From an optimization exercise on the open Yosys and OpenROAD flow, aimed at small area; shortcuts taken in it are not production practice. Function was checked by simulation only, so behaviour that the tests miss may differ from the original. No driver is modelled on the clock port, so clock power and skew are understated where the tree is cut down; a real chip needs a root buffer or a tree. Power and IR drop assume default switching activity.

==> run a: inputs <==
==> flow/design.v (excerpt) <==
module framer
    #(parameter PREAMBLE_BITS = 64,
    parameter HEADER_BITS   = 960,
    parameter PAYLOAD_BITS  = 8416,
    parameter CRC_BITS      = 32,
    parameter PL_RATE = 2,
    parameter DATA_WIDTH = 8)
(
    input  wire                      clk,
    input  wire                      rst_n,
    input  wire                      start_frame,
    input  wire [1:0]                frame_type,
    input  wire [15:0]               txfn,
    input  wire                      payload_valid,
    input  wire [DATA_WIDTH-1:0]     payload_data,
    input  wire [15:0]               payload_len,
    output reg                       busy,
    output reg                       frame_done,
    output wire                      frame_valid,
    output reg  [DATA_WIDTH-1:0]     frame_data
);
==> module framer, before the edit <==
module framer
    #(parameter PREAMBLE_BITS = 64,
    parameter HEADER_BITS   = 960,
    parameter PAYLOAD_BITS  = 8416,
    parameter CRC_BITS      = 32,
    parameter PL_RATE = 2,
    parameter DATA_WIDTH = 8)
(
    input  wire                      clk,
    input  wire                      rst_n,
    input  wire                      start_frame,
    input  wire [1:0]                frame_type,
    input  wire [15:0]               txfn,
    input  wire                      payload_valid,
    input  wire [DATA_WIDTH-1:0]     payload_data,
    input  wire [15:0]               payload_len,
    output reg                       busy,
    output reg                       frame_done,
    output wire                      frame_valid,
    output reg  [DATA_WIDTH-1:0]     frame_data
);
    localparam [63:0] PREAMBLE_VALUE = 64'h53225b1d0d73df03;
    localparam [10:0] P_PRE  = 11'd1920;
    localparam [10:0] P_IDLE = 11'd1489;
    reg  [10:0] p;
    reg  [10:0] plen_lo;    
    reg         plen_big;   
    reg  [1:0]  ftype;
    reg  [14:0] prbs;
    reg  [31:0] crc;
    assign frame_valid = busy;
    wire hi_end  = p[10] & ~p[9] & p[8] & p[7] & p[6] & ~p[5] & p[4];  
    wire idle    = hi_end & p[0];
    wire done    = hi_end & ~p[0];
    wire ph      = p[10] & p[9];                                      
    wire low32   = p[10] & ~p[9] & ~p[8] & ~p[7] & ~p[6] & ~p[5];     
    wire crc_sec = low32 & p[4] & p[3] & p[2];                        
    wire pay     = ~p[10] | (low32 & ~(p[4] & p[3] & p[2]));          
    wire pre     = ph & (p[6:3] == 4'b0000);
    wire hdr_end = ph & (&p[8:0]);                                    
    always @(posedge clk or negedge rst_n) begin
        if (!rst_n)
            p <= P_IDLE;
        else if (idle)
            p <= start_frame ? P_PRE : P_IDLE;
        else
            p <= p + 11'd1;
    end
    always @(posedge clk) begin
        if (start_frame) begin
            plen_lo  <= payload_len[10:0];
            plen_big <= |payload_len[15:11];
            ftype    <= frame_type;
        end
    end
    always @(posedge clk) begin
        if (start_frame)
            prbs <= {1'b1, txfn[13:0]};
        else
            prbs <= {prbs[13:0], prbs[14] ^ prbs[13]};
    end
    function [31:0] crc32_byte;
        input [31:0] c;
        input [7:0]  d;
        integer i;
        begin
            for (i = 0; i < 8; i = i + 1) begin
                if (c[0] ^ d[i])
                    c = {1'b0, c[31:1]} ^ 32'hEDB88320;
                else
                    c = {1'b0, c[31:1]};
            end
            crc32_byte = c;
        end
    endfunction
    wire load_fields = start_frame & (idle | (ph & ~hdr_end));
    wire set_ones    = (start_frame & ~load_fields) | hdr_end;
    wire        crc_upd = pay & payload_valid;
    wire [31:0] crc_f   = crc32_byte(crc, payload_data);
    wire [31:0] crc_fld = {txfn[7:0], txfn[15:8], payload_len[15:8], payload_len[7:0]};
    always @(posedge clk)
        crc <= load_fields ? crc_fld : (set_ones ? 32'hFFFFFFFF : (crc ^ ({32{crc_upd}} & (crc_f ^ crc))));
    wire [7:0] lane = crc[31 - 8*p[1:0] -: 8];    
    reg [7:0] nd;
    always @(*) begin
        nd = 8'd0;
        if (pre)
            nd = PREAMBLE_VALUE[63 - 8*p[2:0] -: 8];
        else if (ph) begin
            case (p[6:0])
                7'd8, 7'd9, 7'd22, 7'd23: nd = lane;
                7'd14: nd = {ftype[1], 4'b0010, 3'b000};
                7'd15: nd = {7'd0, ftype[0]};
                default: nd = 8'd0;
            endcase
        end
        else if (pay)
            nd = (payload_valid && (plen_big || p < plen_lo)) ? payload_data : prbs[13:6];
        else if (crc_sec)
            nd = lane;
    end
    always @(posedge clk or negedge rst_n) begin
        if (!rst_n) begin
            busy       <= 1'b0;
            frame_done <= 1'b0;
            frame_data <= 8'd0;
        end else begin
            busy       <= ~hi_end;
            frame_done <= done;
            frame_data <= nd;
        end
    end
endmodule
Settings: LEC_CHECK=0, CAP_MARGIN=0, CORE_MARGIN=2, CORE_UTILIZATION=40, GPL_TIMING_DRIVEN=0, SLEW_MARGIN=0; clock period 4.0 ns.
standard.sh (not shown) runs the stock make flow with config.mk's settings and CLKGATE_MAP_FILE= SYNTH_SCRIPT=/design/flow/synth_recipe.tcl, a recipe that flattens the netlist after the stock synthesis.
==> flow/flow/run.sh <==
#!/bin/bash
# Standard ORFS layout, with three changes:
#  - after the standard synthesis, the combinational logic is re-mapped for
#    area by ABC (flip-flops untouched: same instances, names and cells);
#  - port buffers use buf_1;
#  - the clock tree is three clkbuf_16 fed by the clock port, each driving
#    the flip-flops nearest to it (flow/flat_cts.tcl).
set -euo pipefail
W=$(pwd)
R=$W/orfs/results/$FLOW_PLATFORM/framer/base
LIB=$FLOW_HOME/platforms/sky130hd/lib/sky130_fd_sc_hd__tt_025C_1v80.lib
YOSYS=$FLOW_HOME/../tools/install/yosys/bin/yosys
export BUFFER_PORTS_ARGS="-buffer_cell sky130_fd_sc_hd__buf_1"
export PRE_CTS_TCL=$W/flow/flat_cts.tcl
export CTS_ARGS="-sink_clustering_enable -sink_clustering_size 100 -sink_clustering_max_diameter 500 -sink_buffer_max_cap_derate 1.0 -repair_clock_nets -dont_use_dummy_load -buf_list sky130_fd_sc_hd__clkbuf_8"

bash standard.sh synth > synth.log 2>&1
cp $R/1_2_yosys.v $W/std_netlist.v
sed -e "s#@LIB@#$LIB#g" -e "s#@IN@#$W/std_netlist.v#" -e "s#@TOP@#$FLOW_TOP#" \
    -e "s#@ABC@#$W/flow/area.abc#" -e "s#@OUT@#$W/resynth_netlist.v#" \
    flow/resynth.ys > resynth_run.ys
$YOSYS -l resynth.log -q resynth_run.ys > /dev/null 2>&1
cp $W/resynth_netlist.v $R/1_2_yosys.v
touch $R/1_2_yosys.v
bash standard.sh > layout.log 2>&1
==> flow/flow/area.abc <==
strash
&get -n
&deepsyn -T 200
&put
dch -f
amap
topo
==> flow/flow/flat_cts.tcl <==
# Flat clock buffering: K buffers of type BUF, each driving the flip-flops
# nearest to it (k-means on the flip-flop locations), all fed by the clock port.
proc flat_clock_buffers {K bufname} {
  set block [ord::get_db_block]
  set db [ord::get_db]
  set master [$db findMaster $bufname]
  set clknet [$block findNet clk]
  set sinks {}
  foreach it [$clknet getITerms] {
    set inst [$it getInst]
    set bb [$inst getBBox]
    lappend sinks [list $it [expr {([$bb xMin]+[$bb xMax])/2}] [expr {([$bb yMin]+[$bb yMax])/2}]]
  }
  # k-means, seeded along x
  set sorted [lsort -integer -index 1 $sinks]
  set n [llength $sorted]
  set cent {}
  for {set k 0} {$k < $K} {incr k} {
    set s [lindex $sorted [expr {int(($k + 0.5) * $n / $K)}]]
    lappend cent [list [lindex $s 1] [lindex $s 2]]
  }
  for {set iter 0} {$iter < 30} {incr iter} {
    set assign {}
    foreach s $sinks {
      set best 0; set bd 1e18
      for {set k 0} {$k < $K} {incr k} {
        set c [lindex $cent $k]
        set d [expr {abs([lindex $s 1]-[lindex $c 0]) + abs([lindex $s 2]-[lindex $c 1])}]
        if {$d < $bd} {set bd $d; set best $k}
      }
      lappend assign $best
    }
    set newc {}
    for {set k 0} {$k < $K} {incr k} {
      set sx 0; set sy 0; set m 0
      foreach s $sinks a $assign {
        if {$a == $k} {set sx [expr {$sx+[lindex $s 1]}]; set sy [expr {$sy+[lindex $s 2]}]; incr m}
      }
      if {$m > 0} {lappend newc [list [expr {$sx/$m}] [expr {$sy/$m}]]} else {lappend newc [lindex $cent $k]}
    }
    set cent $newc
  }
  for {set k 0} {$k < $K} {incr k} {
    set inst [odb::dbInst_create $block $master "clkbuf_flat_$k"]
    set net [odb::dbNet_create $block "clknet_flat_$k"]
    $net setSigType CLOCK
    [$inst findITerm A] connect $clknet
    [$inst findITerm X] connect $net
    set c [lindex $cent $k]
    $inst setLocation [expr {int([lindex $c 0])}] [expr {int([lindex $c 1])}]
    $inst setPlacementStatus PLACED
    foreach s $sinks a $assign {
      if {$a == $k} {
        set it [lindex $s 0]
        $it disconnect
        $it connect $net
      }
    }
  }
  $clknet setSigType CLOCK
}

# Sourced before the CTS step: build the clock tree as three clkbuf_16,
# each driving the flip-flops nearest to it, in place of TritonCTS's H-tree.
rename clock_tree_synthesis __tritoncts_clock_tree_synthesis
proc clock_tree_synthesis {args} {
  flat_clock_buffers 3 sky130_fd_sc_hd__clkbuf_16
  set_propagated_clock [all_clocks]
}
Other scripts of this flow, unchanged in this note and not shown: flow/flow/resynth.ys
==> inputs of run b, as changes to run a <==
--- a/flow/design.v
+++ b/flow/design.v
@@ -78,7 +78,10 @@
     wire set_ones    = (start_frame & ~load_fields) | hdr_end;
-    wire        crc_upd = pay & payload_valid;
-    wire [31:0] crc_f   = crc32_byte(crc, payload_data);
-    wire [31:0] crc_fld = {txfn[7:0], txfn[15:8], payload_len[15:8], payload_len[7:0]};
-    always @(posedge clk)
-        crc <= load_fields ? crc_fld : (set_ones ? 32'hFFFFFFFF : (crc ^ ({32{crc_upd}} & (crc_f ^ crc))));
+    always @(posedge clk) begin
+        if (load_fields)
+            crc <= {txfn[7:0], txfn[15:8], payload_len[15:8], payload_len[7:0]};
+        else if (set_ones)
+            crc <= 32'hFFFFFFFF;
+        else if (pay && payload_valid)
+            crc <= crc32_byte(crc, payload_data);
+    end
     wire [7:0] lane = crc[31 - 8*p[1:0] -: 8];    
--- a/flow/flow/run.sh
+++ b/flow/flow/run.sh
@@ -5,4 +5,3 @@
 #  - port buffers use buf_1;
-#  - the clock tree is three clkbuf_16 fed by the clock port, each driving
-#    the flip-flops nearest to it (flow/flat_cts.tcl).
+#  - the clock tree uses clkbuf_8 and no dummy loads.
 set -euo pipefail
@@ -13,4 +12,3 @@
 export BUFFER_PORTS_ARGS="-buffer_cell sky130_fd_sc_hd__buf_1"
-export PRE_CTS_TCL=$W/flow/flat_cts.tcl
-export CTS_ARGS="-sink_clustering_enable -sink_clustering_size 100 -sink_clustering_max_diameter 500 -sink_buffer_max_cap_derate 1.0 -repair_clock_nets -dont_use_dummy_load -buf_list sky130_fd_sc_hd__clkbuf_8"
+export CTS_ARGS="-sink_clustering_enable -sink_clustering_size 100 -sink_clustering_max_diameter 500 -sink_buffer_max_cap_derate 1.0 -repair_clock_nets -dont_use_dummy_load -buf_list sky130_fd_sc_hd__clkbuf_16"
 
removed: flow/flow/flat_cts.tcl
==> inputs of run c, as changes to run a <==
==> flow/flow/run.sh (replaced) <==
#!/bin/bash
# Standard ORFS layout, with three changes:
#  - after the standard synthesis, the combinational logic is re-mapped for
#    area by ABC (flip-flops untouched: same instances, names and cells):
#    four ABC runs with different seeds, each checked against the standard
#    netlist with a Yosys equivalence proof; the smallest proven one is used
#    (the standard netlist if none is proven);
#  - port buffers use buf_1;
#  - the clock tree is three clkbuf_16 fed by the clock port, each driving
#    the flip-flops nearest to it (flow/flat_cts.tcl).
set -euo pipefail
W=$(pwd)
R=$W/orfs/results/$FLOW_PLATFORM/framer/base
LIB=$FLOW_HOME/platforms/sky130hd/lib/sky130_fd_sc_hd__tt_025C_1v80.lib
YOSYS=$FLOW_HOME/../tools/install/yosys/bin/yosys
export BUFFER_PORTS_ARGS="-buffer_cell sky130_fd_sc_hd__buf_1"
export PRE_CTS_TCL=$W/flow/flat_cts.tcl

bash standard.sh synth > synth.log 2>&1
cp $R/1_2_yosys.v $W/std_netlist.v

resynth() {
  local s=$1
  sed -e "s#@LIB@#$LIB#g" -e "s#@IN@#$W/std_netlist.v#" -e "s#@TOP@#$FLOW_TOP#" \
      -e "s#@ABC@#$W/flow/area$s.abc#" -e "s#@OUT@#$W/resynth_$s.v#" \
      flow/resynth.ys > resynth_$s.ys
  $YOSYS -l resynth_$s.log -q resynth_$s.ys > /dev/null 2>&1 || return 0
  python3 flow/ffname.py $W/std_netlist.v $W/eq_gold_$s.v
  python3 flow/ffname.py $W/resynth_$s.v $W/eq_gate_$s.v
  sed -e "s#@LIB@#$LIB#g" -e "s#@GOLD@#$W/eq_gold_$s.v#" -e "s#@GATE@#$W/eq_gate_$s.v#" \
      -e "s#@TOP@#$FLOW_TOP#g" flow/equiv.ys > equiv_$s.ys
  if $YOSYS -l equiv_$s.log -q equiv_$s.ys > /dev/null 2>&1; then
    grep "Chip area" resynth_$s.log | awk '{print $NF}' > area_$s.txt
  fi
}
for s in 1 2 3 4; do resynth $s & done
wait

best=""; best_area=""
for s in 1 2 3 4; do
  [[ -s area_$s.txt ]] || continue
  a=$(cat area_$s.txt)
  if [[ -z "$best" ]] || awk -v a="$a" -v b="$best_area" 'BEGIN{exit !(a<b)}'; then
    best=$s; best_area=$a
  fi
done
echo "chosen resynthesis: ${best:-none (standard netlist)} ${best_area}" > resynth_choice.txt
if [[ -n "$best" ]]; then
  cp $W/resynth_$best.v $R/1_2_yosys.v
  touch $R/1_2_yosys.v
fi
bash standard.sh > layout.log 2>&1
==> flow/flow/area1.abc (new file) <==
strash
&get -n
&deepsyn -T 200 -S 1
&put
dch -f
amap
topo
==> flow/flow/area2.abc (new file) <==
strash
&get -n
&deepsyn -T 200 -S 2
&put
dch -f
amap
topo
==> flow/flow/area3.abc (new file) <==
strash
&get -n
&deepsyn -T 200 -S 3
&put
dch -f
amap
topo
==> flow/flow/area4.abc (new file) <==
strash
&get -n
&deepsyn -T 200 -S 4
&put
dch -f
amap
topo
==> flow/flow/equiv.ys (new file) <==
# Prove that the re-mapped netlist does what the standard synthesis netlist
# does; flip-flop outputs are matched through their instance names.
read_liberty -ignore_miss_func @LIB@
read_verilog @GOLD@
rename @TOP@ gold
read_verilog @GATE@
rename @TOP@ gate
hierarchy -check
rename -hide gold/w:_* gold/w:*.* gate/w:_* gate/w:*.*
flatten gold gate
rename -hide gold/w:*.* gate/w:*.*
opt_clean
async2sync
equiv_make gold gate equiv
hierarchy -top equiv
equiv_simple -seq 2
equiv_induct
equiv_status -assert
==> flow/flow/ffname.py (new file) <==
import re,sys
# rename nets driven by flip-flop Q pins to names derived from the instance name
s=open(sys.argv[1]).read()
ren={}
ports=set(re.search(r'module framer\((.*?)\);',s,re.S).group(1).replace(' ','').split(','))
for m in re.finditer(r'sky130_fd_sc_hd__(?:df|edf)\w+\s+(\\\S+|\w+)\s*\((.*?)\);',s,re.S):
    inst=m.group(1); body=m.group(2)
    q=re.search(r'\.Q\(\s*(\\\S+ |[\w\[\]]+)\s*\)',body)
    if q and q.group(1).strip().split('[')[0] not in ports: ren[q.group(1).strip()]='ffq_'+re.sub(r'\W','_',inst)
# replace occurrences of net names (escaped ids end with space)
def sub(m):
    t=m.group(0); k=t.strip()
    return ren[k]+(' ' if t.endswith(' ') else '') if k in ren else t
s=re.sub(r'\\\S+ |\b[A-Za-z_]\w*(?:\[\d+\])?',sub,s)
# declare new wires
decl=''.join('  wire %s;\n'%v for v in ren.values())
s=re.sub(r'(module framer\(.*?\);\n)',lambda m:m.group(1)+decl,s,count=1,flags=re.S)
open(sys.argv[2],'w').write(s)
Settings changed: CORE_UTILIZATION 40 to 60.
removed: flow/flow/area.abc
==> comparison <==
Against run a, the final area of run b is higher by 6.2%. Combinational power, lowest first: run a, run b, run c. Run a ran to the end with no violations. Run b completed with no timing, DRC or antenna violations. Run c finished with timing, DRC and antenna clean. In run a the global-route usage is lower than in run c, by 10 points. In flip-flop and latch count, run b and run c do not differ. Hold slack, lowest first: run b, run a, run c. Die area: run b > run a > run c. The highest critical path depth belongs to run c, the lowest to run a.
==> figures <==
quantity	run b	run c	run a
Status	finished clean	finished clean	finished clean
Share of the final layout cell area in multi-input gates	0.347	0.404	0.389
Startpoint Class	input port	flip-flop	input port
Width of the chip	105 um	84.8 um	103 um
Startpoint of the most critical setup path	payload_data[0]	p[0]$_DFF_PN1_	start_frame
Die span in y	105 um	84.8 um	103 um
Die Outline Area	11000 sq um	7190 sq um	10700 sq um
Capturing instance or port of the critical path	crc[18]$_DFFE_PP_	crc[17]$_DFF_P_	crc[17]$_DFF_P_
Met1 demand-to-capacity share in global routing	0.322	0.468	0.316
Fraction of met2 tracks used by global routing	0.372	0.584	0.418
Kind of critical path	in2reg	reg2reg	in2reg
Sequential power	1.11 mW	1.06 mW	1.03 mW
Worst hold slack	443 ps	454 ps	451 ps
Pin count of the biggest net entering global routing	39	30	32
Post-placement worst setup slack	-1230 ps	-1160 ps	-310 ps
In run a and run c the design's own scripts or RTL, not TritonCTS, make the clock network.

[re-timing with driven ports]
The results above use ideal ports. As a check the final layouts listed here were re-extracted and re-timed, cells and wires unchanged. Step 1, drivers: a clkbuf_16 drives clk and a buf_2 each remaining input, both assumed. Step 2 also shifts input and output timing later by t, the mid clock arrival at the registers, as if the neighbouring blocks saw the same clock. a / b / c = no drivers / after step 1 / after step 2; a / b = the first two.
run	shift t [ns]	setup slack, ns	latest minus earliest clock arrival (ns)	worst register clock-pin slew, ns	worst data-port slew with drivers (ns)
run a	0.237	0.306 / 0.332 / 0.119	0.018 / 0.018	0.11 / 0.11	0.03
run b	0.368	0.202 / 0.219 / -0.150	0.011 / 0.011	0.06 / 0.06	0.04
run c	0.232	0.325 / 0.325 / 0.171	0.015 / 0.015	0.11 / 0.11	0.04
Met with ideal ports but missed after step 2: setup timing in run b. For run b, which loses most, drivers alone change the setup slack by +0.017 ns; drivers and shift together by -0.352 ns.
